This design comes from an exercise in tuning for small area, a short achievable clock period and few clock cycles on the open sky130 flow, not from production work.
The RTL was checked by simulation tests, not by an equivalence proof against the original design.
Power figures rest on the tool's default switching activity, not on a simulated workload.

==> design.v <==
module block (
	input             clk,
	input      [7:0]  a,
	input      [7:0]  b,
	input             first_in,   
	output reg [20:0] s,
	output reg [20:0] c
);
	reg first;   
	always @(posedge clk)
		first <= first_in;
	wire [63:0] pp;
	wire [20:0] si = first ? 21'h1fffff : s;
	wire [20:0] ci = first ? 21'h1fffff : c;
	genvar i;
	generate for (i = 0; i < 64; i = i + 1) begin : g_pp
		assign pp[i] = ~(a[i / 8] & b[i % 8]);
	end endgenerate
	wire ts0;
	wire tc0;
	wire ts1;
	wire tc1;
	wire ts2;
	wire tc2;
	wire ts3;
	wire tc3;
	wire ts4;
	wire tc4;
	wire ts5;
	wire tc5;
	wire ts6;
	wire tc6;
	wire ts7;
	wire tc7;
	wire ts8;
	wire tc8;
	wire ts9;
	wire tc9;
	wire ts10;
	wire tc10;
	wire ts11;
	wire tc11;
	wire ts12;
	wire tc12;
	wire ts13;
	wire tc13;
	wire ts14;
	wire tc14;
	wire ts15;
	wire tc15;
	wire ts16;
	wire tc16;
	wire ts17;
	wire tc17;
	wire ts18;
	wire tc18;
	wire ts19;
	wire tc19;
	wire ts20;
	wire tc20;
	wire ts21;
	wire tc21;
	wire ts22;
	wire tc22;
	wire ts23;
	wire tc23;
	wire ts24;
	wire tc24;
	wire ts25;
	wire tc25;
	wire ts26;
	wire tc26;
	wire ts27;
	wire tc27;
	wire ts28;
	wire tc28;
	wire ts29;
	wire tc29;
	wire ts30;
	wire tc30;
	wire ts31;
	wire tc31;
	wire ts32;
	wire tc32;
	wire ts33;
	wire tc33;
	wire ts34;
	wire tc34;
	wire ts35;
	wire tc35;
	wire ts36;
	wire tc36;
	wire ts37;
	wire tc37;
	wire ts38;
	wire tc38;
	wire ts39;
	wire tc39;
	wire ts40;
	wire tc40;
	wire ts41;
	wire tc41;
	wire ts42;
	wire tc42;
	wire ts43;
	wire tc43;
	wire ts44;
	wire tc44;
	wire ts45;
	wire tc45;
	wire ts46;
	wire tc46;
	wire ts47;
	wire tc47;
	wire ts48;
	wire tc48;
	wire ts49;
	wire tc49;
	wire ts50;
	wire tc50;
	wire ts51;
	wire tc51;
	wire ts52;
	wire tc52;
	wire ts53;
	wire tc53;
	wire ts54;
	wire tc54;
	wire ts55;
	wire tc55;
	wire ts56;
	wire tc56;
	wire ts57;
	wire tc57;
	wire ts58;
	wire tc58;
	wire ts59;
	wire tc59;
	wire ts60;
	wire tc60;
	wire ts61;
	wire tc61;
	wire ts62;
	wire tc62;
	wire ts63;
	wire tc63;
	wire ts64;
	wire tc64;
	wire ts65;
	wire tc65;
	wire ts66;
	wire tc66;
	wire ts67;
	wire tc67;
	wire ts68;
	wire tc68;
	wire ts69;
	wire tc69;
	wire ts70;
	wire tc70;
	wire ts71;
	wire tc71;
	wire ts72;
	wire tc72;
	wire ts73;
	wire tc73;
	wire ts74;
	wire tc74;
	wire ts75;
	wire tc75;
	wire ts76;
	wire tc76;
	half_adder_n hts0 (pp[7], pp[14], ts0, tc0);
	half_adder_n hts1 (pp[15], pp[22], ts1, tc1);
	half_adder_n hts2 (pp[4], pp[11], ts2, tc2);
	fa fts3 (pp[5], pp[12], pp[19], ts3, tc3);
	half_adder_n hts4 (pp[26], pp[33], ts4, tc4);
	fa fts5 (pp[6], pp[13], pp[20], ts5, tc5);
	fa fts6 (pp[27], pp[34], pp[41], ts6, tc6);
	half_adder_n hts7 (pp[48], si[6], ts7, tc7);
	fa fts8 (pp[21], pp[28], pp[35], ts8, tc8);
	fa fts9 (pp[42], pp[49], pp[56], ts9, tc9);
	fa fts10 (si[7], ci[7], ts0, ts10, tc10);
	fa fts11 (pp[29], pp[36], pp[43], ts11, tc11);
	fa fts12 (pp[50], pp[57], si[8], ts12, tc12);
	fa fts13 (ci[8], ts1, tc0, ts13, tc13);
	fa fts14 (pp[23], pp[30], pp[37], ts14, tc14);
	fa fts15 (pp[44], pp[51], pp[58], ts15, tc15);
	fa fts16 (si[9], ci[9], tc1, ts16, tc16);
	fa fts17 (pp[31], pp[38], pp[45], ts17, tc17);
	fa fts18 (pp[52], pp[59], si[10], ts18, tc18);
	fa fts19 (pp[39], pp[46], pp[53], ts19, tc19);
	half_adder_n hts20 (pp[2], pp[9], ts20, tc20);
	fa fts21 (pp[3], pp[10], pp[17], ts21, tc21);
	half_adder_n hts22 (pp[24], si[3], ts22, tc22);
	fa fts23 (pp[18], pp[25], pp[32], ts23, tc23);
	fa fts24 (si[4], ci[4], ts2, ts24, tc24);
	fa fts25 (pp[40], si[5], ci[5], ts25, tc25);
	fa fts26 (ts3, ts4, tc2, ts26, tc26);
	fa fts27 (ci[6], ts5, ts6, ts27, tc27);
	fa fts28 (ts7, tc3, tc4, ts28, tc28);
	fa fts29 (ts8, ts9, ts10, ts29, tc29);
	fa fts30 (tc5, tc6, tc7, ts30, tc30);
	fa fts31 (ts11, ts12, ts13, ts31, tc31);
	fa fts32 (tc8, tc9, tc10, ts32, tc32);
	fa fts33 (ts14, ts15, ts16, ts33, tc33);
	fa fts34 (tc11, tc12, tc13, ts34, tc34);
	fa fts35 (ci[10], ts17, ts18, ts35, tc35);
	fa fts36 (tc14, tc15, tc16, ts36, tc36);
	fa fts37 (pp[60], si[11], ci[11], ts37, tc37);
	fa fts38 (ts19, tc17, tc18, ts38, tc38);
	fa fts39 (pp[47], pp[54], pp[61], ts39, tc39);
	fa fts40 (si[12], ci[12], tc19, ts40, tc40);
	fa fts41 (pp[55], pp[62], si[13], ts41, tc41);
	half_adder_n hts42 (pp[1], pp[8], ts42, tc42);
	fa fts43 (pp[16], si[2], ci[2], ts43, tc43);
	fa fts44 (ci[3], ts21, ts22, ts44, tc44);
	fa fts45 (ts23, ts24, tc21, ts45, tc45);
	fa fts46 (ts25, ts26, tc23, ts46, tc46);
	fa fts47 (ts27, ts28, tc25, ts47, tc47);
	fa fts48 (ts29, ts30, tc27, ts48, tc48);
	fa fts49 (ts31, ts32, tc29, ts49, tc49);
	fa fts50 (ts33, ts34, tc31, ts50, tc50);
	fa fts51 (ts35, ts36, tc33, ts51, tc51);
	fa fts52 (ts37, ts38, tc35, ts52, tc52);
	fa fts53 (ts39, ts40, tc37, ts53, tc53);
	fa fts54 (ci[13], ts41, tc39, ts54, tc54);
	fa fts55 (pp[63], si[14], ci[14], ts55, tc55);
	half_adder_n hts56 (pp[0], si[0], ts56, tc56);
	fa fts57 (si[1], ci[1], ts42, ts57, tc57);
	fa fts58 (ts20, ts43, tc42, ts58, tc58);
	fa fts59 (tc20, ts44, tc43, ts59, tc59);
	fa fts60 (tc22, ts45, tc44, ts60, tc60);
	fa fts61 (tc24, ts46, tc45, ts61, tc61);
	fa fts62 (tc26, ts47, tc46, ts62, tc62);
	fa fts63 (tc28, ts48, tc47, ts63, tc63);
	fa fts64 (tc30, ts49, tc48, ts64, tc64);
	fa fts65 (tc32, ts50, tc49, ts65, tc65);
	fa fts66 (tc34, ts51, tc50, ts66, tc66);
	fa fts67 (tc36, ts52, tc51, ts67, tc67);
	fa fts68 (tc38, ts53, tc52, ts68, tc68);
	fa fts69 (tc40, ts54, tc53, ts69, tc69);
	fa fts70 (tc41, ts55, tc54, ts70, tc70);
	fa fts71 (si[15], ci[15], tc55, ts71, tc71);
	half_adder_n hts72 (si[16], ci[16], ts72, tc72);
	half_adder_n hts73 (si[17], ci[17], ts73, tc73);
	half_adder_n hts74 (si[18], ci[18], ts74, tc74);
	half_adder_n hts75 (si[19], ci[19], ts75, tc75);
	half_adder_n hts76 (si[20], ci[20], ts76, tc76);
	always @(posedge clk) begin
		s <= {ts76, ts75, ts74, ts73, ts72, ts71, ts70, ts69, ts68, ts67, ts66, ts65, ts64, ts63, ts62, ts61, ts60, ts59, ts58, ts57, ci[0]};
		c <= {tc75, tc74, tc73, tc72, tc71, tc70, tc69, tc68, tc67, tc66, tc65, tc64, tc63, tc62, tc61, tc60, tc59, tc58, tc57, tc56, ts56};
	end
endmodule
module fa (input a, input b, input c, output s, output co);
	assign s = a ^ b ^ c;
	assign co = (a & b) | (a & c) | (b & c);
endmodule
module half_adder_n (input a, input b, output s, output co);
	gate_xnor gx (a, b, s);
	gate_or go (a, b, co);
endmodule
module gate_xnor (input a, input b, output y);
	assign y = ~(a ^ b);
endmodule
module gate_or (input a, input b, output y);
	assign y = a | b;
endmodule
module systolic_array (
	input          clk,
	input  [31:0]  a_word,      
	input  [31:0]  b_word,      
	input  [3:0]   first,       
	output [167:0] row0,        
	output [167:0] row1,
	output [167:0] row2,
	output [167:0] row3
);
	reg [31:0] b1, b2, b3;
	reg [7:0]  a1_0;
	reg [7:0]  a2_0, a2_1;
	reg [7:0]  a3_0, a3_1, a3_2;
	always @(posedge clk) begin
		b1 <= b_word;
		b2 <= b1;
		b3 <= b2;
		a1_0 <= a_word[23:16];
		a2_0 <= a_word[15:8];
		a2_1 <= a2_0;
		a3_0 <= a_word[7:0];
		a3_1 <= a3_0;
		a3_2 <= a3_1;
	end
	wire [7:0]  ar [0:3];
	wire [31:0] br [0:3];
	assign ar[0] = a_word[31:24];
	assign ar[1] = a1_0;
	assign ar[2] = a2_1;
	assign ar[3] = a3_2;
	assign br[0] = b_word;
	assign br[1] = b1;
	assign br[2] = b2;
	assign br[3] = b3;
	wire [83:0] rs [0:3];
	wire [83:0] rc [0:3];
	genvar r, c;
	generate
		for (r = 0; r < 4; r = r + 1) begin : g_row
			for (c = 0; c < 4; c = c + 1) begin : g_col
				block P (
					.clk(clk),
					.a(ar[r]),
					.b(br[r][31-8*c -: 8]),
					.first_in(first[r]),
					.s(rs[r][83-21*c -: 21]),
					.c(rc[r][83-21*c -: 21])
				);
			end
		end
	endgenerate
	assign row0 = {rs[0], rc[0]};
	assign row1 = {rs[1], rc[1]};
	assign row2 = {rs[2], rc[2]};
	assign row3 = {rs[3], rc[3]};
endmodule
module TPU_fsm (
	input             clk,
	input             rst_n,
	input             in_valid,
	input      [7:0]  K,
	input      [7:0]  M,
	input      [7:0]  N,
	output reg        busy,
	output reg [7:0]  A_idx,
	output reg [7:0]  B_idx,
	output reg        fetch_v,      
	output     [3:0]  first_row,    
	output     [3:0]  wr_row,       
	output reg [7:0]  C_idx
);
	reg        act;
	reg [4:0]  k, Km1, Kpm1;
	reg [2:0]  mb, nb, MBm1, NBm1;
	reg [5:0]  Kr, Mr;
	reg [7:0]  abase, bbase;
	reg [3:0]  first_c;    
	reg [5:0]  last_c;
	reg [6:0]  fin_c;
	wire start    = in_valid & ~busy;
	wire tile_end = (k == Kpm1);
	wire mb_end   = (mb == MBm1);
	wire nb_end   = (nb == NBm1);
	reg [4:0]  k_n;
	reg [2:0]  mb_n, nb_n;
	reg [7:0]  a_n, b_n, abase_n, bbase_n;
	always @(*) begin
		k_n = k + 5'd1;
		mb_n = mb;
		nb_n = nb;
		a_n = A_idx + 8'd1;
		b_n = B_idx + 8'd1;
		abase_n = abase;
		bbase_n = bbase;
		if (tile_end) begin
			k_n = 5'd0;
			if (!mb_end) begin
				mb_n = mb + 3'd1;
				abase_n = abase + {2'b0, Kr};
				a_n = abase_n;
				b_n = bbase;
			end else begin
				mb_n = 3'd0;
				nb_n = nb + 3'd1;
				abase_n = 8'd0;
				a_n = 8'd0;
				bbase_n = bbase + {2'b0, Kr};
				b_n = bbase_n;
			end
		end
	end
	wire last_n = (k_n == Km1);
	wire fin_n  = last_n & (mb_n == MBm1) & (nb_n == NBm1);
	wire [4:0] Kin_m1 = K[4:0] - 5'd1;
	wire final_fetch = tile_end & mb_end & nb_end;
	always @(posedge clk) begin
		if (!rst_n) begin
			act <= 1'b0;
			busy <= 1'b0;
			fetch_v <= 1'b0;
			first_c[0] <= 1'b0;
			last_c[0] <= 1'b0;
			fin_c[0] <= 1'b0;
		end else begin
			if (start)
				busy <= 1'b1;
			else if (fin_c[6])
				busy <= 1'b0;
			if (start) begin
				act <= 1'b1;
				fetch_v <= 1'b1;
				first_c[0] <= 1'b1;
				last_c[0] <= (K == 8'd1);
				fin_c[0] <= (K == 8'd1) & (M <= 8'd4) & (N <= 8'd4);
			end else if (act & ~final_fetch) begin
				fetch_v <= (k_n <= Km1);
				first_c[0] <= (k_n == 5'd0);
				last_c[0] <= last_n;
				fin_c[0] <= fin_n;
			end else begin
				act <= 1'b0;
				fetch_v <= 1'b0;
				first_c[0] <= 1'b0;
				last_c[0] <= 1'b0;
				fin_c[0] <= 1'b0;
			end
		end
	end
	always @(posedge clk) begin
		if (!busy) begin
			k <= 5'd0;
			mb <= 3'd0;
			nb <= 3'd0;
			abase <= 8'd0;
			bbase <= 8'd0;
			A_idx <= 8'd0;
			B_idx <= 8'd0;
			Km1 <= Kin_m1;
			Kpm1 <= (K < 8'd4) ? 5'd3 : Kin_m1;
			MBm1 <= (M - 8'd1) >> 2;
			NBm1 <= (N - 8'd1) >> 2;
			Kr <= K[5:0];
			Mr <= M[5:0];
		end else if (act & ~final_fetch) begin
			k <= k_n;
			mb <= mb_n;
			nb <= nb_n;
			abase <= abase_n;
			bbase <= bbase_n;
			A_idx <= a_n;
			B_idx <= b_n;
		end
	end
	always @(posedge clk) begin
		if (!rst_n) begin
			last_c[5:1] <= 5'd0;
			fin_c[6:1] <= 6'd0;
		end else begin
			last_c[5:1] <= last_c[4:0];
			fin_c[6:1] <= fin_c[5:0];
		end
		first_c[3:1] <= first_c[2:0];
	end
	assign first_row = first_c[3:0];
	assign wr_row    = last_c[5:2];
	reg [7:0] cbn, cbnb;
	reg [2:0] wmb;
	always @(posedge clk) begin
		if (!busy) begin
			cbn <= 8'd0;
			cbnb <= 8'd0;
			wmb <= 3'd0;
		end else if (last_c[2]) begin
			if (wmb == MBm1) begin
				wmb <= 3'd0;
				cbnb <= cbnb + {2'b0, Mr};
				cbn <= cbnb + {2'b0, Mr};
			end else begin
				wmb <= wmb + 3'd1;
				cbn <= cbn + 8'd4;
			end
		end
		C_idx <= last_c[2] ? cbn : C_idx + 8'd1;
	end
endmodule
module TPU (
	clk,
	rst_n,
	in_valid,
	K,
	M,
	N,
	busy,
	A_index,
	A_data_out,
	B_index,
	B_data_out,
	C_wr_en,
	C_index,
	C_data_in
);
input            clk;
input            rst_n;
input            in_valid;
input  [7:0]     K;
input  [7:0]     M;
input  [7:0]     N;
output           busy;
output [15:0]    A_index;
input  [31:0]    A_data_out;
output [15:0]    B_index;
input  [31:0]    B_data_out;
output reg       C_wr_en;
output [15:0]    C_index;
output [127:0]   C_data_in;
wire [7:0] A_idx, B_idx, C_idx;
wire       fetch_v;
wire [3:0] first_row, wr_row;
TPU_fsm ctrl (
	.clk(clk),
	.rst_n(rst_n),
	.in_valid(in_valid),
	.K(K),
	.M(M),
	.N(N),
	.busy(busy),
	.A_idx(A_idx),
	.B_idx(B_idx),
	.fetch_v(fetch_v),
	.first_row(first_row),
	.wr_row(wr_row),
	.C_idx(C_idx)
);
assign A_index = {8'd0, A_idx};
assign B_index = {8'd0, B_idx};
assign C_index = {8'd0, C_idx};
reg [31:0] a_word, b_word;
always @(posedge clk) begin
	a_word <= fetch_v ? A_data_out : 32'd0;
	b_word <= B_data_out;
end
wire [167:0] row0, row1, row2, row3;
systolic_array sa (
	.clk(clk),
	.a_word(a_word),
	.b_word(b_word),
	.first(first_row),
	.row0(row0),
	.row1(row1),
	.row2(row2),
	.row3(row3)
);
wire [167:0] sel = ({168{wr_row[0]}} & row0) | ({168{wr_row[1]}} & row1) |
                   ({168{wr_row[2]}} & row2) | ({168{wr_row[3]}} & row3);
reg [83:0] c_row;
always @(posedge clk) begin
	if (!rst_n)
		C_wr_en <= 1'b0;
	else
		C_wr_en <= |wr_row;
	c_row[83:63] <= ~sel[167:147] + ~sel[83:63];
	c_row[62:42] <= ~sel[146:126] + ~sel[62:42];
	c_row[41:21] <= ~sel[125:105] + ~sel[41:21];
	c_row[20:0]  <= ~sel[104:84]  + ~sel[20:0];
end
assign C_data_in = {11'd0, c_row[83:63], 11'd0, c_row[62:42],
                    11'd0, c_row[41:21], 11'd0, c_row[20:0]};
endmodule
==> flow/run.sh <==
#!/bin/bash
set -euo pipefail
MARGIN=$(cat flow/margin.txt)
bash standard.sh SETUP_SLACK_MARGIN=$MARGIN \
  "BUFFER_PORTS_ARGS=-inputs -outputs -buffer_cell sky130_fd_sc_hd__buf_2" \
  finish > standard.log 2>&1
==> flow/margin.txt <==
6.65
==> standard.sh <==
#!/bin/bash
# synth_recipe.tcl (not shown) runs the flow's synth.tcl, then flattens the netlist and writes it again
# the make line also repeats each setting of config.mk as NAME=value (left out here)
make -C /OpenROAD-flow-scripts/flow DESIGN_CONFIG=/design/flow/config.mk WORK_HOME=/design/flow/orfs CLKGATE_MAP_FILE= SYNTH_SCRIPT=/design/flow/synth_recipe.tcl "${@:-finish}"
==> config.mk <==
export PLATFORM = sky130hd
export DESIGN_NAME = TPU
export DESIGN_NICKNAME = TPU
export VERILOG_FILES = /design/flow/design.v
export SDC_FILE = /design/flow/constraint.sdc
export NUM_CORES = 4
export LEC_CHECK = 0
export CAP_MARGIN = 20
export CORE_MARGIN = 2
export CORE_UTILIZATION = 40
export CTS_CLUSTER_DIAMETER = 100
export CTS_CLUSTER_SIZE = 20
export SLEW_MARGIN = 20
export SYNTH_HIERARCHICAL = 1
export SYNTH_MINIMUM_KEEP_SIZE = 0
==> constraint.sdc <==
create_clock -name core_clock -period 10.0 [get_ports {clk}]
set_input_delay 2.0000 -clock core_clock [delete_from_list [all_inputs] [get_ports {clk}]]
set_output_delay 2.0000 -clock core_clock [all_outputs]
set_load 0.01 [all_outputs]
==> impl_results.md, run 1 <==
- Cell Area, Placed: 0.0683 mm2
- Inserted Clock Buffers: 68
- Share of cells above drive strength 1: 7.49%
- Max Clock Freq: 299 MHz
- GRT Resource Usage Total: 21.2%
- Synthesized instance count: 6113
- PortBufs: 200
- Initial antenna violation count: 11
- CP endpoint kind: flop
- Vias in the first global route: 46000
- Root buffer selected by CTS: clkbuf_16
- Clock network power share: 22.2%
- Cell total after placement: 8123
- GP Congestion: 0.876
- Core Area: 0.165 mm2
- Post-route ant nets: 0
- P_sw: 4.58 mW
- Hold Startpoint: sa.a2_0[6]
- Largest net degree at the start of global routing: 80
- Leakage: 21.2 nW
- Max FO, Critical Path: 17
- Min-Delay Path Class: reg -> reg
- I/O pins: 269
- Worst r2r dst: c_row[20]
- Worst Hold Path Cells: 0
- DRT iter0 DRCs: 3189
- Final core utilization: 43.1%
- Hold endpoint: sa.a2_1[6]
- Switching portion of total power: 35.1%
- DR DRC count: 0
- Internal power consumption: 8.49 mW
- Netlist Area Pre-Place: 0.0665 mm2
- Max-Slew Margin vs Limit: 36.8%
- R2R depth: 13
- Sequential share of power: 46.0%
- Combinational Power Share: 31.8%
- Cell Pwr Density: 184 mW/mm2
- Reg2reg setup slack: 6660 ps
- Die height: 412 um
- Max cap viols: 0
- CTS tree: built
- Crit path launch type: flop
- Post-CTS Hold Buffers: 0
- Setup tns final: 0 ps
- Post-DP HPWL: 126000 um
- Drt pass-1 iters: 6
- Die ar.: 0.170 mm2
- Clock latency on the worst-skew pair: 720 ps
- Period utilisation layout: 33.4%
- Mapped Avg Cell Area: 10.9 um2
- Fillers: 15500
- Hold Vio Cnt, Final: 0
- Clock transition at path regs: 90 ps
- Final instance area: 0.0711 mm2
- Setup violators final: 0
- CTS Sinks: 1099
- Synth warnings: 10
- Layout Nets: 7259
- Slew @ Worst Pin: 946 ps
- Buffer depth of the longest clock path: 3
- Die W: 412 um
- Fin Clk Skew: 36.2 ps
- H-Tree Depth: 3
- Total wire length: 180000 um
- Global-route wire length before repair: 276000 um
- Via/cell ratio: 5.26
- Maximum VDD drop: 0.132 mV
- WL per Instance: 21.8 um
- Worst Path Required: 10560 ps
- Final hold slack: 325 ps
- Critical Path AT: 3900 ps
- Total congestion overflow: 0
- Post-Layout Cell Count: 8254
- DR vias: 43400
- RSZ-0062 raised after global routing: true
- Site row count: 149
- Max Slew Vio Count: 0
- Reg2Reg Launch Point: ctrl.last_c[2]
- Crit path time final: 3340 ps
- Crit path kind: reg -> reg
- Starting Density: 40.3%
- Area grow syn2layout: 6.81%
- Status: no timing/DRC/antenna violations
## state kept, by name, summed over array words and instances, names as in the netlist, 16 cells and up
| register | flops |
|---|---|
| sa.b3 | 32 |
| c_row | 84 |
| sa.g_row.g_col.P.s | 336 |
| sa.b1 | 32 |
| sa.b2 | 32 |
| sa.g_row.g_col.P.c | 336 |
| a_word | 32 |
| sa.g_row.g_col.P.first | 16 |
| b_word | 32 |
## metal layers
metal | part of all wire (%) | GRT usage (%) | up-vias
met5 | 0.063 | 0 | -
met4 | 3.0 | 6.33 | 16
met3 | 7.2 | 4.58 | 291
met2 | 46 | 33.4 | 1417
met1 | 44 | 29.1 | 22400
li1 | - | - | 19300
## power by group through the flow
stage	clock network (mW)	logic, mW	registers, mW
global placement	0	3.96	6.10
finish	2.91	4.16	6.01
CTS	3.01	4.21	5.98
floorplan	0	3.29	5.66
global route	3.16	4.84	6.07
detailed placement	0	4.15	6.07
## critical path, cell delays in order, from the launching register on
cell       delay (ps)
dfxtp_4           480
buf_12            150
buf_16            150
a22o_1            150
a221oi_1           50
ha_1              250
fa_2              420
a21oi_2           200
a2bb2oi_4         200
o21ai_2           120
o41ai_4           470
o31ai_2           130
nor4_1            300
nor4bb_2          100
## through the flow
stage / setup WS, ps / power [mW]
floorplan: 6640 / 8.95
global placement: 5680 / 10.1
detailed placement: 5620 / 10.2
CTS: 6630 / 13.2
global route: 6560 / 14.1
finish: 6660 / 13.1
## placed cells by master, fill, tap and decap left out, drive strengths merged, types with 68 or more instances in the layout
cell type	n
clkbuf	84
dfxtp	1071
xnor2	300
nand2	1136
a221oi	172
ha	113
nor2	86
a21oi	110
fa	1015
conb	68
or2	884
o21ai	78
a22o	169
buf	284
## repair_timing
action | CTS | global route
pin swaps | 0 | 6
resized for setup | 55 | 29
setup endpoints to repair | 151 | 94
cloned | 3 | 6
setup buffers | 17 | 10
## worst max-delay path by stage
stage | start | end | slack (ps)
after detailed placement | ctrl.last_c[3] | c_row[20] | 5620
final | ctrl.last_c[2] | c_row[20] | 6660
after global placement | ctrl.last_c[3] | c_row[16] | 5680
after global routing | ctrl.last_c[2] | c_row[20] | 6560
after CTS | ctrl.last_c[2] | c_row[20] | 6630
after floorplan | ctrl.last_c[2] | c_row[39] | 6640
## cell type report
cell class | instances | area [um2] | area share, %
Antenna cell | 3 | 7.51 | 0.0106
Clock buffer | 77 | 1760 | 2.47
Clock inverter | 15 | 161 | 0.227
Inverter | 41 | 154 | 0.217
Multi-Input combinational cell | 4536 | 41700 | 58.7
Sequential cell | 1099 | 22400 | 31.5
Tap cell | 2189 | 2740 | 3.85
Timing Repair Buffer | 294 | 2160 | 3.04
Testbench counts, summed over its fixed seeds: cycles 19,071.
==> inputs of run 2 (changes only) <==
==> flow/margin.txt (replaced) <==
6.8
==> run 2 against run 1 <==
Still clean. Sequential power about the same. Maximum frequency up 1.4%. Largest cell class unchanged. Largest power group unchanged. Setup slack better by 45 ps. Clock power about the same. Via count up 2.2%. Final cell count up 1.1%.
==> impl_results.md, run 2 <==
- DR DRC count: 0 (unchanged)
- Maximum VDD drop: 0.155 mV (+18%)
- Die height: 412 um (unchanged)
- Max Slew Vio Count: 0 (unchanged)
- DRT iter0 DRCs: 3350 (+5.0%)
- Die W: 412 um (unchanged)
- GRT Resource Usage Total: 21.8% (+0.66 points)
- GP Congestion: 0.883 (+0.81%)
- Cell total after placement: 8121 (-0.025%)
- Fillers: 15300 (-1.5%)
- Buffer depth of the longest clock path: 3 (unchanged)
- Starting Density: 40.3% (unchanged)
- Max FO, Critical Path: 1 (-16)
- Worst Hold Path Cells: 0 (unchanged)
- Area grow syn2layout: 10.8%
- Max-Slew Margin vs Limit: 35.3% (-1.5 points)
- PnR Total Power: 13.3 mW (+1.7%)
- WP depth: 1 (-12)
- Share of cells above drive strength 1: 11.2% (+3.7 points)
- Hold Vio Cnt, Final: 0 (unchanged)
- Period utilisation layout: 32.9% (-0.45 points)
- Post-route ant nets: 0 (unchanged)
- CTS Sinks: 1099 (unchanged)
- Slew @ Worst Pin: 968 ps (+21.8 ps)
- Post-CTS Hold Buffers: 0 (unchanged)
- Max cap viols: 0 (unchanged)
- Mapped Avg Cell Area: 10.9 um2 (unchanged)
- Min-Delay Path Class: reg -> reg
- Final hold slack: 316 ps (-9.47 ps)
- Top Family by Delay on Critical Path: flip-flops
- Worst Path Required: 8000 ps (-2560 ps)
- Netlist Area Pre-Place: 0.0665 mm2 (unchanged)
- DR vias: 44400 (+2.2%)
- Cell Area, Placed: 0.0683 mm2 (about the same)
- Core Area: 0.165 mm2 (unchanged)
- Inserted Clock Buffers: 67 (-1.5%)
- Reg2reg setup slack: 6820 ps (+160 ps)
- Leading cell type in the layout, fill and taps excluded: nand2_1
- Post-DP HPWL: 128000 um (+1.3%)
- Crit path launch type: flop
- H-Tree Depth: 3 (unchanged)
- Worst r2r dst: c_row[20]
- Setup slack after layout: 6710 ps (+45.1 ps)
- Vias in the first global route: 46800 (+1.7%)
- Root buffer selected by CTS: clkbuf_16
- Top flop regs: sa.g_row.g_col.P.c x336, sa.g_row.g_col.P.s x336, c_row x84
- CTS tree: built
- Clock latency on the worst-skew pair: 750 ps (+30 ps)
- WL per Instance: 23.1 um (+5.8%)
- Cell Pwr Density: 180 mW/mm2 (-2.0%)
- Setup violators final: 0 (unchanged)
- Global-route wire length before repair: 283000 um (+2.6%)
- CP endpoint kind: primary output
- Die ar.: 0.170 mm2 (unchanged)
- CP max stage delay: 410 ps (-70 ps)
- RSZ-0062 raised after global routing: true
- Worst Path Buf+Inv: 1 (-1)
- Max Clock Freq: 304 MHz (+1.4%)
- Fin Clk Skew: 50.5 ps (+14.3 ps)
- Initial antenna violation count: 15 (+4)
- Leakage: 22.3 nW (+5.1%)
- Worst path slowest cell: dfxtp_4
- Largest net degree at the start of global routing: 71 (-11%)
- Post-Layout Cell Count: 8343 (+1.1%)
- Final core utilization: 44.7% (+1.6 points)
- Drt pass-1 iters: 6 (unchanged)
- Hold endpoint: sa.a2_1[3]
- Status: no timing/DRC/antenna violations
- Synth warnings: 10 (unchanged)
- Layout Nets: 7348 (+1.2%)
- Reg2Reg Launch Point: ctrl.last_c[2]
- I/O pins: 269 (unchanged)
- Setup tns final: 0 ps (unchanged)
- Total wire length: 192000 um (+6.9%)
- Final instance area: 0.0737 mm2 (+3.7%)
- Critical-path cell list: buf_6
- Crit path kind: reg -> out
- DP Worst Slack: 5350 ps (-267 ps)
- Hold Startpoint: sa.a2_0[3]
- R2R depth: 13 (unchanged)
- Via/cell ratio: 5.32 (+1.1%)
- PortBufs: 200 (unchanged)
- Clock transition at path regs: 80 ps (about the same)
- Most frequent cells in the layout: nand2_1, fa_1, dfxtp_1
- Total congestion overflow: 0 (unchanged)
- Critical Path AT: 1290 ps (-2610 ps)
- Crit path time final: 3290 ps (-45.1 ps)
- Synthesized instance count: 6113 (unchanged)
- Site row count: 149 (unchanged)
==> run 2: area by class of cell <==
type	instances	area [um2]	share of cell area [%]
sequential	1099	22600	30.6
multi-input combinational	4536	42100	57.1
clock buffer	77	1720	2.34
inverter	41	154	0.209
antenna	2	5.00	0.00679
timing repair buffer	384	4260	5.77
tap	2189	2740	3.72
clock inverter	15	210	0.285
==> run 2: how the worst max path moves through the flow <==
stage                    end            from
2_1_floorplan      c_row[39]  ctrl.last_c[4]
3_3_place_gp       c_row[62]  ctrl.last_c[3]
3_5_place_dp       c_row[62]  ctrl.last_c[3]
4_1_cts        C_data_in[52]       c_row[41]
5_1_grt        C_data_in[52]       c_row[41]
6_report       C_data_in[52]       c_row[41]
==> run 2: metal layers <==
metal / up-vias / track usage (%) / part of all wire [%]
met4: 12 / 5.83 / 3.2
met5: - / 0 / 0.038
met1: 23000 / 30.5 / 44
li1: 19600 / - / -
met3: 296 / 3.75 / 7.1
met2: 1569 / 35.0 / 46
==> run 2: report_power, final <==
group | switching (mW) | internal, mW
logic | 2.31 | 2.01
registers | 0.745 | 5.29
clock network | 1.65 | 1.29
total | 4.70 | 8.58
==> run 2: what timing repair did <==
action,CTS,global route
endpoints found under the setup margin,388,200
gates resized for setup,331,104
pin swaps,6,25
cloned,8,16
buffers inserted,53,51
==> inputs of run 3 (changes only) <==
==> flow/margin.txt (replaced) <==
6.9
--- a/config.mk
+++ b/config.mk
@@ -15 +15,2 @@
 export SYNTH_MINIMUM_KEEP_SIZE = 0
+export TNS_END_PERCENT = 50
==> run 3 against run 2 <==
Still clean. Core utilization grew 0.57 points. Final cell count grew 0.73%. Cell area grew 1.3%. Largest cell class unchanged. Largest power group unchanged. Highest routed layer unchanged.
==> impl_results.md, run 3 <==
- Max-Slew Margin vs Limit: 44.3% (+9.0 points)
- Synth warnings: 10 (unchanged)
- Inserted Clock Buffers: 67 (unchanged)
- DR DRC count: 0 (unchanged)
- H-Tree Depth: 3 (unchanged)
- Clock transition at path regs: 100 ps (+20 ps)
- I/O pins: 269 (unchanged)
- Layout Nets: 7411 (+0.86%)
- Status: no timing/DRC/antenna violations
- Fin Clk Skew: 39.7 ps (-10.8 ps)
- Netlist Area Pre-Place: 0.0665 mm2 (unchanged)
- Maximum VDD drop: 0.131 mV (-16%)
- DRT iter0 DRCs: 3646 (+8.8%)
- Most frequent cells in the layout: nand2_1, fa_1, dfxtp_1
- Setup slack after layout: 6710 ps (+5.11 ps)
- Starting Density: 40.3% (unchanged)
- Worst Path Buf+Inv: 1 (unchanged)
- Max FO, Critical Path: 1 (unchanged)
- Post-Layout Cell Count: 8404 (+0.73%)
- Crit path time final: 3290 ps (-5.11 ps)
- Largest net degree at the start of global routing: 71 (unchanged)
- Area grow syn2layout: 12.2%
- Leading cell type in the layout, fill and taps excluded: nand2_1
- PortBufs: 200 (unchanged)
- Worst Path Required: 8000 ps (about the same)
- Synthesized instance count: 6113 (unchanged)
- Final core utilization: 45.3% (+0.57 points)
- CTS Sinks: 1099 (unchanged)
- Setup tns final: 0 ps (unchanged)
- Max cap viols: 0 (unchanged)
- Total congestion overflow: 0 (unchanged)
- Final hold slack: 312 ps (-4.25 ps)
- DR vias: 44600 (+0.38%)
- Worst path slowest cell: dfxtp_4
- GRT Resource Usage Total: 22.8% (+1.0 points)
- Switching portion of total power: 35.5% (+0.052 points)
- RSZ-0062 raised after global routing: true
- Hold Vio Cnt, Final: 0 (unchanged)
- Drt pass-1 iters: 6 (unchanged)
- P_sw: 4.72 mW (+0.27%)
- Via/cell ratio: 5.31 (-0.34%)
- Global-route wire length before repair: 293000 um (+3.5%)
- Post-CTS Hold Buffers: 0 (unchanged)
- Site row count: 149 (unchanged)
- CTS tree: built
- Cell Pwr Density: 178 mW/mm2 (-1.1%)
- CP endpoint kind: primary output
- GP Congestion: 0.866 (-2.0%)
- Post-route ant nets: 0 (unchanged)
- Core Area: 0.165 mm2 (unchanged)
- Setup violators final: 0 (unchanged)
- Critical Path AT: 1290 ps (about the same)
- Root buffer selected by CTS: clkbuf_16
- Top flop regs: sa.g_row.g_col.P.c x336, sa.g_row.g_col.P.s x336, c_row x84
- DP Worst Slack: 5620 ps (+262 ps)
- Initial antenna violation count: 9 (-6)
- Die W: 412 um (unchanged)
- Share of cells above drive strength 1: 13.2% (+2.0 points)
- CP max stage delay: 440 ps (+30 ps)
- Post-DP HPWL: 126000 um (-1.7%)
- Combinational Power Share: 32.6% (about the same)
- Die ar.: 0.170 mm2 (unchanged)
- Crit path kind: reg -> out
- Cell total after placement: 8122 (+0.012%)
- Critical-path cell list: buf_6
- Mapped Avg Cell Area: 10.9 um2 (unchanged)
- Vias in the first global route: 47000 (+0.24%)
- Crit path launch type: flop
- Leakage: 22.8 nW (+2.0%)
- Total wire length: 195000 um (+1.6%)
- Internal power consumption: 8.59 mW (about the same)
- Period utilisation layout: 32.9% (-0.051 points)
- Clock network power share: 22.1% (about the same)
- Max Clock Freq: 304 MHz (+0.16%)
- Top Family by Delay on Critical Path: flip-flops
- Min-Delay Path Class: reg -> reg
- Max Slew Vio Count: 0 (unchanged)
- Sequential share of power: 45.3% (about the same)
- Slew @ Worst Pin: 836 ps (-132 ps)
- Clock latency on the worst-skew pair: 740 ps (about the same)
- WL per Instance: 23.3 um (+0.85%)
- Fillers: 15200 (-0.86%)
- Die height: 412 um (unchanged)
- Buffer depth of the longest clock path: 3 (unchanged)
[run 3: final cells by class]
| cell class | instances | area (um2) | share of cell area (%) |
|---|---|---|---|
| Antenna cell | 3 | 7.51 | 0.0101 |
| Clock buffer | 74 | 1700 | 2.28 |
| Clock inverter | 15 | 211 | 0.283 |
| Inverter | 41 | 154 | 0.206 |
| Multi-Input combinational cell | 4536 | 42500 | 56.9 |
| Sequential cell | 1099 | 22600 | 30.2 |
| Tap cell | 2189 | 2740 | 3.67 |
| Timing Repair Buffer | 447 | 4800 | 6.43 |
[run 3: per-layer routing]
layer / global-route usage (%) / wire length (um)
met1: 31.7 / 84200
met4: 6.93 / 5960
met3: 4.94 / 16000
met5: 0 / 63
met2: 35.7 / 89200
[run 3: worst paths after layout]
path | from | endpoint | slack, ps | depth (start not counted)
worst max-delay path | c_row[27] | C_data_in[38] | 6710 | 1
worst min-delay path | a_word[10] | sa.a2_0[2] | 310 | 0
worst max register to register | sa.b2[29] | sa.g_row[2].g_col[0].P.s[7] | 6830 | 5
worst min register to register | a_word[10] | sa.a2_0[2] | 310 | 0
[run 3: power groups by stage]
| stage | registers [mW] | logic [mW] | clock network [mW] |
|---|---|---|---|
| floorplan | 5.66 | 3.29 | 0 |
| CTS | 5.97 | 4.32 | 3.02 |
| global placement | 6.10 | 3.97 | 0 |
| detailed placement | 6.07 | 4.14 | 0 |
| finish | 6.03 | 4.34 | 2.94 |
| global route | 6.09 | 4.99 | 3.17 |
[run 3: timing repair]
item	4_1_cts	5_1_grt
hold endpoints to repair	0	0
gates cloned	18	11
setup endpoints to repair	424	253
pin swaps	27	81
gates resized for setup	236	280
setup buffers	92	69
[run 3: stage by stage]
stage          cell area (um2)  total power [mW]
6_report                 74700              13.3
5_1_grt                  74700              14.3
4_1_cts                  72700              13.3
2_1_floorplan            66900              8.95
3_5_place_dp             68300              10.2
3_3_place_gp             68300              10.1
==> inputs of run 4 (changes only) <==
==> flow/margin.txt (replaced) <==
6.8
--- a/config.mk
+++ b/config.mk
@@ -9,3 +9,3 @@
 export CORE_MARGIN = 2
-export CORE_UTILIZATION = 40
+export CORE_UTILIZATION = 60
 export CTS_CLUSTER_DIAMETER = 100
@@ -15,2 +15 @@
 export SYNTH_MINIMUM_KEEP_SIZE = 0
-export TNS_END_PERCENT = 50
==> run 4 against run 3 <==
Still clean on timing, DRC and antenna. Clock power down 9.5%. Wire length decreased by 4.4%. Clock skew shrank 8.3 ps. Critical path type unchanged. Critical endpoint is now C_data_in[52].
==> impl_results.md, run 4 <==
- Synthesized instance count: 6113 (unchanged)
- Post-route ant nets: 0 (unchanged)
- Die height: 337 um (-18%)
- Drt pass-1 iters: 14 (+8)
- Cell total after placement: 7420 (-8.6%)
- Clock latency on the worst-skew pair: 730 ps (about the same)
- Initial antenna violation count: 9 (unchanged)
- Setup tns final: 0 ps (unchanged)
- WL per Instance: 24.5 um (+5.4%)
- Max-Slew Margin vs Limit: 36.8% (-7.5 points)
- Largest net degree at the start of global routing: 80 (+13%)
- Slew @ Worst Pin: 941 ps (+105 ps)
- Die ar.: 0.114 mm2 (-33%)
- DR DRC count: 0 (unchanged)
- Fin Clk Skew: 31.4 ps (-8.27 ps)
- Max Clock Freq: 303 MHz (-0.30%)
- Buffer depth of the longest clock path: 3 (unchanged)
- Total wire length: 187000 um (-4.4%)
- Worst Path Buf+Inv: 1 (unchanged)
- Area grow syn2layout: 8.61%
- Total congestion overflow: 0 (unchanged)
- Period utilisation layout: 33.0% (+0.099 points)
- DRT iter0 DRCs: 3156 (-13%)
- Setup violators final: 0 (unchanged)
- RSZ-0062 raised after global routing: true
- Status: no timing/DRC/antenna violations
- Post-Layout Cell Count: 7621 (-9.3%)
- Crit path kind: reg -> out
- Share of cells above drive strength 1: 10.8% (-2.3 points)
- Leakage: 22.1 nW (-3.0%)
- Post-DP HPWL: 125000 um (-0.98%)
- Worst Path Required: 8000 ps (about the same)
- Max Slew Vio Count: 0 (unchanged)
- Netlist Area Pre-Place: 0.0665 mm2 (unchanged)
- Post-CTS Hold Buffers: 0 (unchanged)
- Cell Pwr Density: 180 mW/mm2 (+1.1%)
- Critical Path AT: 1300 ps (about the same)
- Inserted Clock Buffers: 61 (-9.0%)
- Max FO, Critical Path: 1 (unchanged)
- Most frequent cells in the layout: nand2_1, fa_1, dfxtp_1
- Site row count: 122 (-18%)
- Leading cell type in the layout, fill and taps excluded: nand2_1
- H-Tree Depth: 2 (-1)
- Die W: 337 um (-18%)
- Crit path time final: 3300 ps (+9.93 ps)
- Min-Delay Path Class: reg -> reg
- Starting Density: 60.3% (+20 points)
- Vias in the first global route: 46300 (-1.5%)
- Worst path slowest cell: dfxtp_4
- CP endpoint kind: primary output
- Layout Nets: 7337 (-1.0%)
- Clock transition at path regs: 90 ps (about the same)
- Mapped Avg Cell Area: 10.9 um2 (unchanged)
- CTS Sinks: 1099 (unchanged)
- Top flop regs: sa.g_row.g_col.P.c x336, sa.g_row.g_col.P.s x336, c_row x84
- Hold Vio Cnt, Final: 0 (unchanged)
- Max cap viols: 0 (unchanged)
- Synth warnings: 10 (unchanged)
- DR vias: 44000 (-1.3%)
- PortBufs: 200 (unchanged)
- Top Family by Delay on Critical Path: flip-flops
- Core Area: 0.110 mm2 (-33%)
- Via/cell ratio: 5.78 (+8.9%)
- Critical-path cell list: buf_6
- I/O pins: 269 (unchanged)
- Maximum VDD drop: 0.155 mV (+19%)
- CP max stage delay: 450 ps (about the same)
- Root buffer selected by CTS: clkbuf_16
- GRT Resource Usage Total: 32.0% (+9.1 points)
- GP Congestion: 0.869 (+0.39%)
- Crit path launch type: flop
- Global-route wire length before repair: 275000 um (-6.2%)
- CTS tree: built
[run 4: changes by cell type in the layout (fill, tap and decap cells not counted), moves of 11 or more]
cell	change
buf_4	-47
a221oi_1	+41
a221oi_2	-35
a21oi_2	-13
buf_6	-12
a21oi_1	+11
[run 4: cell type report]
cell class                 instances  area, um2
timing repair buffer             379       3990
antenna                            1       2.50
clock buffer                      72       1620
multi-input combinational       4536      42000
sequential                      1099      22600
tap                             1488       1860
fill                            8757      38100
clock inverter                     5       33.8
inverter                          41        154
[run 4: timing repair]
| action | CTS | global route |
|---|---|---|
| pin swaps | 6 | 32 |
| resized for setup | 290 | 112 |
| setup endpoints to repair | 388 | 188 |
| cloned | 12 | 7 |
| setup buffers | 53 | 51 |
[run 4: power breakdown]
part	leakage [nW]	internal (mW)	switching [mW]
logic	12.2	2.01	2.30
clock network	0.814	1.14	1.52
registers	9.12	5.29	0.748
[run 4: path summary, 6_finish.rpt]
check,start,end,slack (ps),depth (start not counted)
hold / removal,sa.a3_1[1],sa.a3_2[1],320,0
setup / recovery,c_row[41],C_data_in[52],6700,1
hold reg to reg,sa.a3_1[1],sa.a3_2[1],320,0
setup reg to reg,ctrl.last_c[2],c_row[16],6820,12
[run 4: worst register-to-register path: stages (launching register included)]
cell      delay (ps)
dfxtp_4          400
buf_4            170
buf_12           150
a22o_1           240
a221oi_1         270
ha_2             410
and3_4           220
o211ai_1         140
o21ai_4          130
o41ai_4          450
or2_1            210
a311oi_2         110
xor2_1           190
[run 4: layer usage]
layer	vias up	share of wire (%)	track usage (%)
li1	19500	-	-
met1	22500	42	44.2
met2	1621	47	51.8
met3	335	7.5	5.68
met4	6	3.8	9.50
met5	-	0.024	0
[run 4: stage by stage]
stage               hold slack [ps]  setup slack [ps]  power [mW]  util, %  instance area (um2)
detailed placement              312              5680        10.2     61.1                67400
global placement                310              5760        10.1     61.1                67400
global route                    333              6670        13.9     65.5                72300
floorplan                       310              6800        8.95        -                66800
finish                          320              6700        13.0     65.5                72300
CTS                             320              6660        13.0     64.4                71000
==> inputs of run 5 (changes only) <==
--- a/config.mk
+++ b/config.mk
@@ -9,3 +9,3 @@
 export CORE_MARGIN = 2
-export CORE_UTILIZATION = 60
+export CORE_UTILIZATION = 50
 export CTS_CLUSTER_DIAMETER = 100
==> run 5 against run 4 <==
Clock power up 9.0%. Sequential power about the same. Area after synthesis unchanged. Wire length down 1.6%. Global-route usage fell by 5.8 points. Critical path depth is 12 higher. Core utilization shrank 11 points. Power up 1.3%. Non-clock buffer count shrank 24. Sequential share of layout area about the same. Setup slack improved by 94 ps. Largest cell class unchanged.
==> impl_results.md, run 5 <==
- Internal power consumption: 8.60 mW (+1.9%)
- Worst Path Required: 10580 ps (+2580 ps)
- Max-Slew Margin vs Limit: 34.0% (-2.8 points)
- Die W: 369 um (+9.4%)
- Drt pass-1 iters: 6 (-8)
- Setup violators final: 0 (unchanged)
- CP max stage delay: 410 ps (-40 ps)
- Cell total after placement: 7689 (+3.6%)
- Hold Vio Cnt, Final: 0 (unchanged)
- Crit path launch type: flop
- GP Congestion: 0.863 (-0.77%)
- CTS Sinks: 1099 (unchanged)
- Synth warnings: 10 (unchanged)
- DR DRC count: 0 (unchanged)
- Area grow syn2layout: 8.44%
- CTS tree: built
- PortBufs: 200 (unchanged)
- Vias in the first global route: 46000 (-0.48%)
- Final instance area: 0.0721 mm2 (-0.16%)
- I/O pins: 269 (unchanged)
- Global-route wire length before repair: 273000 um (-0.46%)
- Share of cells above drive strength 1: 10.1% (-0.70 points)
- Setup tns final: 0 ps (unchanged)
- Maximum VDD drop: 0.125 mV (-19%)
- Site row count: 133 (+9.0%)
- Combinational Power Share: 32.3% (-0.8 points)
- Initial antenna violation count: 12 (+3)
- Clock transition at path regs: 100 ps (about the same)
- DR vias: 43800 (-0.48%)
- Layer with the highest usage: met2
- Max cap viols: 0 (unchanged)
- Post-route ant nets: 0 (unchanged)
- Root buffer selected by CTS: clkbuf_16
- Netlist Area Pre-Place: 0.0665 mm2 (unchanged)
- Inserted Clock Buffers: 66 (+8.2%)
- Min-Delay Path Class: reg -> reg
- Period utilisation layout: 32.1% (-0.94 points)
- Largest net degree at the start of global routing: 68 (-15%)
- Critical Path AT: 3790 ps (+2490 ps)
- Cell Area, Placed: 0.0678 mm2 (+0.52%)
- Post-DP HPWL: 124000 um (-0.75%)
- Starting Density: 50.5% (-9.8 points)
- P_sw: 4.57 mW (+0.12%)
- Crit path time final: 3210 ps (-93.6 ps)
- Critical-path cell list: buf_4 > bufbuf_16 > a22o_1 > a221oi_1 > ha_1 > a21oi_1 > o31a_1 > o2111a_1 > o21ai_2 > o41ai_2 > buf_4 > nand3_1 > o311ai_1
- Slew @ Worst Pin: 987 ps (+45.9 ps)
- Reg2reg setup slack: 6790 ps (-30 ps)
- DRT iter0 DRCs: 3227 (+2.2%)
- Post-Layout Cell Count: 7875 (+3.3%)
- Die height: 369 um (+9.4%)
- Die ar.: 0.136 mm2 (+20%)
- RSZ-0062 raised after global routing: true
- Crit path kind: reg -> reg
- Leakage: 21.9 nW (-0.83%)
- M2 GR Usage: 41.7% (-10 points)
- Max Slew Vio Count: 0 (unchanged)
- Buffer depth of the longest clock path: 3 (unchanged)
- H-Tree Depth: 3 (+1)
- GRT Resource Usage Total: 26.2% (-5.8 points)
- Total congestion overflow: 0 (unchanged)
- Fin Clk Skew: 25.7 ps (-5.67 ps)
- Sequential share of power: 45.6% (-0.8 points)
- Worst path slowest cell: dfxtp_4
- GR Layer Usage met1: 37.3% (-6.9 points)
- PnR Total Power: 13.2 mW (+1.3%)
- Most frequent cells in the layout: nand2_1, fa_1, dfxtp_1
- Status: no timing/DRC/antenna violations
- Clock network power share: 22.0% (+1.6 points)
- Layout Nets: 7318 (-0.26%)
- Core Area: 0.132 mm2 (+19%)
- Via/cell ratio: 5.56 (-3.7%)
- Top flop regs: sa.g_row.g_col.P.c x336, sa.g_row.g_col.P.s x336, c_row x84
- Leading cell type in the layout, fill and taps excluded: nand2_1
- Met3 usage: 4.54% (-1.1 points)
- CP endpoint kind: flop
- Total wire length: 184000 um (-1.6%)
- Crit-path most repeated cell: buf_4
- Max Clock Freq: 312 MHz (+2.9%)
- Mapped Avg Cell Area: 10.9 um2 (unchanged)
- WL per Instance: 23.4 um (-4.7%)
- Switching portion of total power: 34.7% (-0.39 points)
- Max FO, Critical Path: 15 (+14)
- Synthesized instance count: 6113 (unchanged)
- Clock latency on the worst-skew pair: 690 ps (-40 ps)
- Cell Pwr Density: 183 mW/mm2 (+1.4%)
==> run 5: changes by cell type in the layout (fill, tap and decap cells not counted), moves of 6 or more <==
cell and change:
buf_6 -34, buf_2 +32, dfxtp_1 +21, buf_12 -17, dfxtp_2 -15, clkbuf_16 +13
buf_4 -10, ha_1 +7, ha_2 -7, bufbuf_16 -6, dfxtp_4 -6
==> run 5: stage by stage <==
step | setup WS (ps) | hold slack, ps | utilization, %
2_1_floorplan | 6800 | 310 | -
3_3_place_gp | 5820 | 310 | 51.4
3_5_place_dp | 5760 | 312 | 51.4
4_1_cts | 6750 | 321 | 53.8
5_1_grt | 6710 | 326 | 54.7
6_report | 6790 | 312 | 54.7
==> run 5: layout make-up <==
cell class                 count  area, um2
multi-input combinational   4536      42000
clock inverter                 8       85.1
antenna                        1       2.50
inverter                      41        154
fill                       11400      59700
tap                         1755       2200
sequential                  1099      22500
clock buffer                  80       1830
timing repair buffer         355       3410
==> run 5: layer usage <==
layer / vias to the layer above / wire [um]
met4: 14 / 5170
met2: 1452 / 84300
met1: 22600 / 81700
met5: - / 79
li1: 19500 / -
met3: 249 / 12800
==> run 5: worst max-delay path: cells and delay by family, from the launching register on <==
| kind | cells | cell delay (ps) |
|---|---|---|
| buffers and inverters | 3 | 640 |
| AND/OR/NAND/NOR | 1 | 70 |
| AO/OA/AOI/OAI | 8 | 1680 |
| flip-flops | 1 | 410 |
| adder cells (fa/ha/maj) | 1 | 320 |
==> run 5: power groups by stage <==
stage          clock [mW]  combinational (mW)  sequential (mW)
2_1_floorplan           0                3.29             5.66
3_3_place_gp            0                3.96             6.11
3_5_place_dp            0                4.13             6.08
4_1_cts              2.99                4.24             5.99
5_1_grt              3.12                4.96             6.07
6_report             2.90                4.26             6.01
==> run 5: final timing paths <==
check / startpoint / end / depth (start not counted)
max reg2reg: ctrl.last_c[2] / c_row[40] / 13
min: a_word[14] / sa.a2_0[6] / 0
min reg2reg: a_word[14] / sa.a2_0[6] / 0
max: ctrl.last_c[2] / c_row[40] / 13
==> run 5: what timing repair did <==
item	in CTS	in global routing
buffers inserted	39	41
gates cloned	5	12
endpoints found under the setup margin	324	164
resized for setup	210	115
hold buffers	0	0
pin swaps	7	9
==> inputs of run 6 (changes only) <==
==> flow/margin.txt (replaced) <==
6.9
==> run 6 against run 5 <==
Still clean on timing, DRC and antenna. Critical path depth shrank 12. Core utilization grew 1.4 points. First-iteration DRC count grew 23%. Worst hold slack gained 7.9 ps. Flip-flop and latch count is the same. Critical endpoint is now C_data_in[36]. Highest routed layer unchanged.
==> impl_results.md, run 6 <==
- Status: no timing/DRC/antenna violations
- Die height: 369 um (unchanged)
- Clock transition at path regs: 90 ps (about the same)
- Most frequent cells in the layout: nand2_1, fa_1, dfxtp_1
- Starting Density: 50.5% (unchanged)
- CTS tree: built
- Post-DP HPWL: 125000 um (+1.5%)
- Core Area: 0.132 mm2 (unchanged)
- PortBufs: 200 (unchanged)
- Min-Delay Path Class: reg -> reg
- Total wire length: 197000 um (+7.1%)
- Cell Pwr Density: 181 mW/mm2 (-0.93%)
- Share of cells above drive strength 1: 12.5% (+2.4 points)
- Setup tns final: 0 ps (unchanged)
- Inserted Clock Buffers: 66 (unchanged)
- Synth warnings: 10 (unchanged)
- WP depth: 1 (-12)
- WL per Instance: 24.7 um (+5.9%)
- Setup violators final: 0 (unchanged)
- Layout Nets: 7391 (+1.0%)
- Area grow syn2layout: 11.2%
- CTS Sinks: 1099 (unchanged)
- Maximum VDD drop: 0.124 mV (-0.61%)
- Site row count: 133 (unchanged)
- Die W: 369 um (unchanged)
- Crit path kind: reg -> out
- Largest net degree at the start of global routing: 56 (-18%)
- Period utilisation layout: 32.3% (+0.22 points)
- Initial antenna violation count: 16 (+4)
- Worst path slowest cell: dfxtp_4
- Max Slew Vio Count: 0 (unchanged)
- Die ar.: 0.136 mm2 (unchanged)
- Leading cell type in the layout, fill and taps excluded: nand2_1
- Netlist Area Pre-Place: 0.0665 mm2 (unchanged)
- Slew @ Worst Pin: 887 ps (-100 ps)
- DP Worst Slack: 5660 ps (-99.3 ps)
- Leakage: 22.7 nW (+3.7%)
- Max Clock Freq: 310 MHz (-0.67%)
- RSZ-0062 raised after global routing: true
- Drt pass-1 iters: 7 (+1)
- Post-CTS Hold Buffers: 0 (unchanged)
- Worst r2r dst: c_row[20]
- Critical Path AT: 1230 ps (-2560 ps)
- R2R depth: 12 (-1)
- Buffer depth of the longest clock path: 3 (unchanged)
- Clock latency on the worst-skew pair: 720 ps (+30 ps)
- Hold Startpoint: a_word[1]
- Mapped Avg Cell Area: 10.9 um2 (unchanged)
- Reg2reg setup slack: 6840 ps (+50 ps)
- CP max stage delay: 410 ps (about the same)
- Max FO, Critical Path: 1 (-14)
- Max cap viols: 0 (unchanged)
- Hold endpoint: sa.a3_0[1]
- Root buffer selected by CTS: clkbuf_16
- I/O pins: 269 (unchanged)
- Reg2Reg Launch Point: ctrl.last_c[2]
- GRT Resource Usage Total: 28.0% (+1.8 points)
- Fin Clk Skew: 40.2 ps (+14.5 ps)
- DRT iter0 DRCs: 3975 (+23%)
- Worst Path Required: 8000 ps (-2580 ps)
- PnR Total Power: 13.4 mW (+1.6%)
- Hold Vio Cnt, Final: 0 (unchanged)
- Worst Path Buf+Inv: 1 (-2)
- DR DRC count: 0 (unchanged)
- H-Tree Depth: 3 (unchanged)
- DR vias: 44900 (+2.6%)
- Global-route wire length before repair: 288000 um (+5.2%)
- Post-route ant nets: 0 (unchanged)
- Total congestion overflow: 0 (unchanged)
- Via/cell ratio: 5.64 (+1.4%)
- GP Congestion: 0.887 (+2.9%)
- Top Family by Delay on Critical Path: flip-flops
- Critical-path cell list: buf_6
- Setup slack after layout: 6770 ps (-21.6 ps)
- Crit path launch type: flop
- Top flop regs: sa.g_row.g_col.P.c x336, sa.g_row.g_col.P.s x336, c_row x84
- CP endpoint kind: primary output
- Crit path time final: 3230 ps (+21.6 ps)
- Synthesized instance count: 6113 (unchanged)
- Worst Hold Path Cells: 0 (unchanged)
- Vias in the first global route: 46500 (+1.1%)
- Max-Slew Margin vs Limit: 40.4% (+6.4 points)
-- run 6: timing repair --
item | CTS | global route
endpoints found under the setup margin | 411 | 263
gates resized for setup | 323 | 189
cloned | 22 | 12
buffers inserted | 84 | 52
pin swaps | 10 | 72
-- run 6: report_power, final --
group,total (mW),switching [mW],internal (mW),leakage [nW]
Sequential,6.07,0.778,5.29,9.11
Combinational,4.37,2.33,2.04,12.7
Clock,2.94,1.60,1.34,0.946
Total,13.4,4.70,8.67,22.7
-- run 6: layout make-up --
class,count,area (um2)
Antenna cell,9,22.5
Inverter,41,154
Multi-Input combinational cell,4536,42100
Timing Repair Buffer,428,4950
Clock buffer,86,1860
Sequential cell,1099,22600
Clock inverter,7,77.6
Tap cell,1755,2200
Fill cell,11300,57800
-- run 6: metal layers --
layer | track usage, % | share of wire (%) | vias up
met5 | 0 | 0.11 | -
met4 | 8.28 | 3.2 | 22
met3 | 5.72 | 8.5 | 316
met2 | 43.8 | 46 | 1784
met1 | 39.3 | 43 | 23100
li1 | - | - | 19700
-- run 6: stage by stage --
| stage | hold slack [ps] | instance area (um2) | cells | util, % |
|---|---|---|---|---|
| floorplan | 310 | 66900 | 6180 | - |
| global placement | 310 | 67800 | 7689 | 51.4 |
| detailed placement | 312 | 67800 | 7689 | 51.4 |
| CTS | 314 | 72400 | 7888 | 55.0 |
| global route | 325 | 73900 | 7952 | 56.1 |
| finish | 319 | 74000 | 7961 | 56.1 |
-- run 6: how the worst max path moves through the flow --
stage / from / end
after global placement: ctrl.last_c[4] / c_row[39]
after detailed placement: ctrl.last_c[3] / c_row[20]
after global routing: c_row[25] / C_data_in[36]
after floorplan: ctrl.last_c[4] / c_row[39]
after CTS: c_row[25] / C_data_in[36]
final: c_row[25] / C_data_in[36]
==> inputs of run 7 (changes only) <==
--- a/design.v
+++ b/design.v
@@ -343,4 +343,5 @@
 	reg [2:0]  mb, nb, MBm1, NBm1;
-	reg [5:0]  Kr, Mr;
-	reg [7:0]  abase, bbase;
+	reg [1:0]  Kpad;       
+	reg [1:0]  Mpad;       
+	reg [7:0]  bbase;
 	reg [3:0]  first_c;    
@@ -354,3 +355,7 @@
 	reg [2:0]  mb_n, nb_n;
-	reg [7:0]  a_n, b_n, abase_n, bbase_n;
+	wire [7:0] inc   = tile_end ? 8'd1 - {6'd0, Kpad} : 8'd1;
+	wire [7:0] a_sum = A_idx + inc;
+	wire [7:0] b_sum = B_idx + inc;
+	wire [7:0] a_n   = (tile_end & mb_end) ? 8'd0 : a_sum;
+	wire [7:0] b_n   = (tile_end & ~mb_end) ? bbase : b_sum;
 	always @(*) begin
@@ -359,6 +364,2 @@
 		nb_n = nb;
-		a_n = A_idx + 8'd1;
-		b_n = B_idx + 8'd1;
-		abase_n = abase;
-		bbase_n = bbase;
 		if (tile_end) begin
@@ -367,5 +368,2 @@
 				mb_n = mb + 3'd1;
-				abase_n = abase + {2'b0, Kr};
-				a_n = abase_n;
-				b_n = bbase;
 			end else begin
@@ -373,6 +371,2 @@
 				nb_n = nb + 3'd1;
-				abase_n = 8'd0;
-				a_n = 8'd0;
-				bbase_n = bbase + {2'b0, Kr};
-				b_n = bbase_n;
 			end
@@ -422,3 +416,2 @@
 			nb <= 3'd0;
-			abase <= 8'd0;
 			bbase <= 8'd0;
@@ -430,4 +423,4 @@
 			NBm1 <= (N - 8'd1) >> 2;
-			Kr <= K[5:0];
-			Mr <= M[5:0];
+			Kpad <= (K < 8'd4) ? 2'd0 - K[1:0] : 2'd0;
+			Mpad <= 2'd0 - M[1:0];
 		end else if (act & ~final_fetch) begin
@@ -436,4 +429,4 @@
 			nb <= nb_n;
-			abase <= abase_n;
-			bbase <= bbase_n;
+			if (tile_end & mb_end)
+				bbase <= b_sum;
 			A_idx <= a_n;
@@ -454,3 +447,3 @@
 	assign wr_row    = last_c[5:2];
-	reg [7:0] cbn, cbnb;
+	reg [7:0] cbn;
 	reg [2:0] wmb;
@@ -459,3 +452,2 @@
 			cbn <= 8'd0;
-			cbnb <= 8'd0;
 			wmb <= 3'd0;
@@ -464,4 +456,3 @@
 				wmb <= 3'd0;
-				cbnb <= cbnb + {2'b0, Mr};
-				cbn <= cbnb + {2'b0, Mr};
+				cbn <= cbn + 8'd4 - {6'd0, Mpad};
 			end else begin
==> run 7 against run 6 <==
Maximum frequency fell by 1.3%. Setup slack got worse by 43 ps. Sequential share of layout area fell by 0.30 points. Core utilization barely moved. Critical path type unchanged. Largest power group unchanged. Highest routed layer unchanged. Combinational power fell by 2%.
==> impl_results.md, run 7 <==
- PnR Total Power: 13.0 mW (-3.0%)
- Met3 WL: 15100 um (-9.6%)
- Synth warnings: 10 (unchanged)
- DR DRC count: 0 (unchanged)
- Maximum VDD drop: 0.153 mV (+23%)
- Layout Nets: 7280 (-1.5%)
- Leakage: 22.3 nW (-1.8%)
- Vias in the first global route: 46100 (-0.85%)
- Synthesized instance count: 6020 (-1.5%)
- GP Congestion: 0.869 (-2.1%)
- Share of cells above drive strength 1: 13.4% (+0.89 points)
- Largest net degree at the start of global routing: 67 (+20%)
- DRT iter0 DRCs: 3626 (-8.8%)
- Min-Delay Path Class: reg -> reg
- Status: no timing/DRC/antenna violations
- Post-route ant nets: 0 (unchanged)
- Die ar.: 0.134 mm2 (-1.3%)
- Period utilisation layout: 32.7% (+0.43 points)
- Worst path slowest cell: dfxtp_4
- Global-route wire length before repair: 282000 um (-2.1%)
- CP max stage delay: 420 ps (about the same)
- Core Area: 0.130 mm2 (-1.4%)
- Post-DP HPWL: 123000 um (-1.7%)
- CTS tree: built
- DR vias: 44000 (-2.1%)
- Die height: 366 um (-0.64%)
- Final instance area: 0.0729 mm2 (-1.4%)
- Die W: 366 um (-0.64%)
- CTS Sinks: 1075 (-2.2%)
- PortBufs: 200 (unchanged)
- RSZ-0062 raised after global routing: true
- Buffer depth of the longest clock path: 3 (unchanged)
- Post-Layout Cell Count: 7836 (-1.6%)
- Cell Pwr Density: 178 mW/mm2 (-1.7%)
- Worst Path Buf+Inv: 1 (unchanged)
- Crit path time final: 3270 ps (+43.4 ps)
- WL per Instance: 24.2 um (-2.4%)
- Netlist Area Pre-Place: 0.0657 mm2 (-1.3%)
- Crit path kind: reg -> out
- Setup tns final: 0 ps (unchanged)
- Via/cell ratio: 5.61 (-0.57%)
- Reg2reg setup slack: 6790 ps (-50 ps)
- Total congestion overflow: 0 (unchanged)
- Hold Vio Cnt, Final: 0 (unchanged)
- Max Slew Vio Count: 0 (unchanged)
- I/O pins: 269 (unchanged)
- Site row count: 132 (-0.75%)
- Top flop regs: sa.g_row.g_col.P.c x336, sa.g_row.g_col.P.s x336, c_row x84
- Max cap viols: 0 (unchanged)
- Cell total after placement: 7580 (-1.4%)
- Most frequent cells in the layout: nand2_1, fa_1, dfxtp_1
- Mapped Avg Cell Area: 10.9 um2 (+0.24%)
- GRT Resource Usage Total: 27.3% (-0.66 points)
- Slew @ Worst Pin: 924 ps (+37.4 ps)
- WL met1: 82600 um (-1.9%)
- Highest metal used: met5
- Critical-path cell list: buf_6
- Top Family by Delay on Critical Path: flip-flops
- Drt pass-1 iters: 5 (-2)
- Post-CTS Hold Buffers: 0 (unchanged)
- Final hold slack: 319 ps (-0.946 ps)
- Max-Slew Margin vs Limit: 38.4% (-2.0 points)
- Worst Path Required: 8000 ps (about the same)
- H-Tree Depth: 2 (-1)
- Critical Path AT: 1270 ps (+40 ps)
- Fin Clk Skew: 42.6 ps (+2.34 ps)
- Root buffer selected by CTS: clkbuf_16
- Area grow syn2layout: 11.0%
- Starting Density: 50.5% (about the same)
- Total wire length: 189000 um (-3.9%)
- Clock transition at path regs: 90 ps (about the same)
- Max FO, Critical Path: 1 (unchanged)
- CP endpoint kind: primary output
- Inserted Clock Buffers: 61 (-7.6%)
- Clock latency on the worst-skew pair: 740 ps (+20 ps)
- Initial antenna violation count: 10 (-6)
- Leading cell type in the layout, fill and taps excluded: nand2_1
- Cell Area, Placed: 0.0669 mm2 (-1.3%)
- Setup violators final: 0 (unchanged)
- Max Clock Freq: 306 MHz (-1.3%)
- Met2 wire length: 85300 um (-4.9%)
- Crit path launch type: flop
## run 7: path summary, 6_finish.rpt
| kind | start | endpoint | cells after the start |
|---|---|---|---|
| worst max-delay path | c_row[24] | C_data_in[35] | 1 |
| worst min-delay path | sa.a3_0[2] | sa.a3_1[2] | 0 |
| worst max register to register | a_word[25] | sa.g_row[0].g_col[1].P.s[8] | 9 |
| worst min register to register | sa.a3_0[2] | sa.a3_1[2] | 0 |
## run 7: cell type report
cell class,count,area [um2]
inverter,35,131
multi-input combinational,4469,42000
tap,1742,2180
clock buffer,71,1590
antenna,4,10.0
timing repair buffer,430,4740
clock inverter,10,191
fill,11100,57100
sequential,1075,22000
## run 7: layer usage
metal / GRT usage [%] / vias up
met2: 42.6 / 1674
met1: 39.3 / 22700
met4: 7.90 / 14
met5: 0 / -
met3: 4.42 / 274
li1: - / 19300
## run 7: repair_timing
action,4_1_cts,5_1_grt
setup buffers,84,65
resized for setup,337,206
pin swaps,18,108
setup endpoints to repair,424,257
cloned,10,12
## run 7: through the flow
step,util (%),setup slack (ps)
after floorplan,-,6780
after global placement,51.5,5720
after detailed placement,51.5,5630
after CTS,54.8,6710
after global routing,56.1,6720
final,56.1,6730
## run 7: power breakdown
group / internal, mW / total (mW) / switching, mW
Sequential: 5.18 / 5.93 / 0.755
Clock: 1.23 / 2.77 / 1.53
Combinational: 2.00 / 4.27 / 2.27
Testbench counts of run 7, summed over its fixed seeds: cycles 19,071.

## re-timing with driven ports
Ports are ideal in the flow. The routed layouts listed here were re-timed in OpenROAD. Step 1 (the two cells are an assumption about what drives the block):
set clk [get_ports {clk}]
set_driving_cell -lib_cell sky130_fd_sc_hd__clkbuf_16 $clk
set_driving_cell -lib_cell sky130_fd_sc_hd__buf_2 [delete_from_list [all_inputs] $clk]
Step 2 adds t to the input delays and takes it off the output delays; t is the mean of the earliest and latest rising clock arrival at the registers after step 1. Input paths then give back, and output paths get back, about the clock's delay inside the block. Slacks: ideal ports / drivers / drivers and shift; pairs: ideal ports / drivers.
| run | t (ns) | setup WS [ns] | worst setup path after step 2 |
|---|---|---|---|
| run 1 | 0.776 | 6.661 / 6.623 / 6.661 | register to register |
| run 2 | 0.802 | 6.706 / 6.625 / 6.631 | input to register |
| run 3 | 0.794 | 6.711 / 6.626 / 6.692 | input to register |
| run 4 | 0.792 | 6.701 / 6.620 / 6.665 | input to register |
| run 5 | 0.754 | 6.795 / 6.721 / 6.710 | input to register |
| run 6 | 0.780 | 6.773 / 6.690 / 6.608 | input to register |
| run 7 | 0.800 | 6.730 / 6.645 / 6.312 | input to register |
After both steps every run listed still meets setup and hold. For run 7, which loses most, drivers alone change the setup slack by -0.085 ns; drivers and shift together by -0.418 ns.
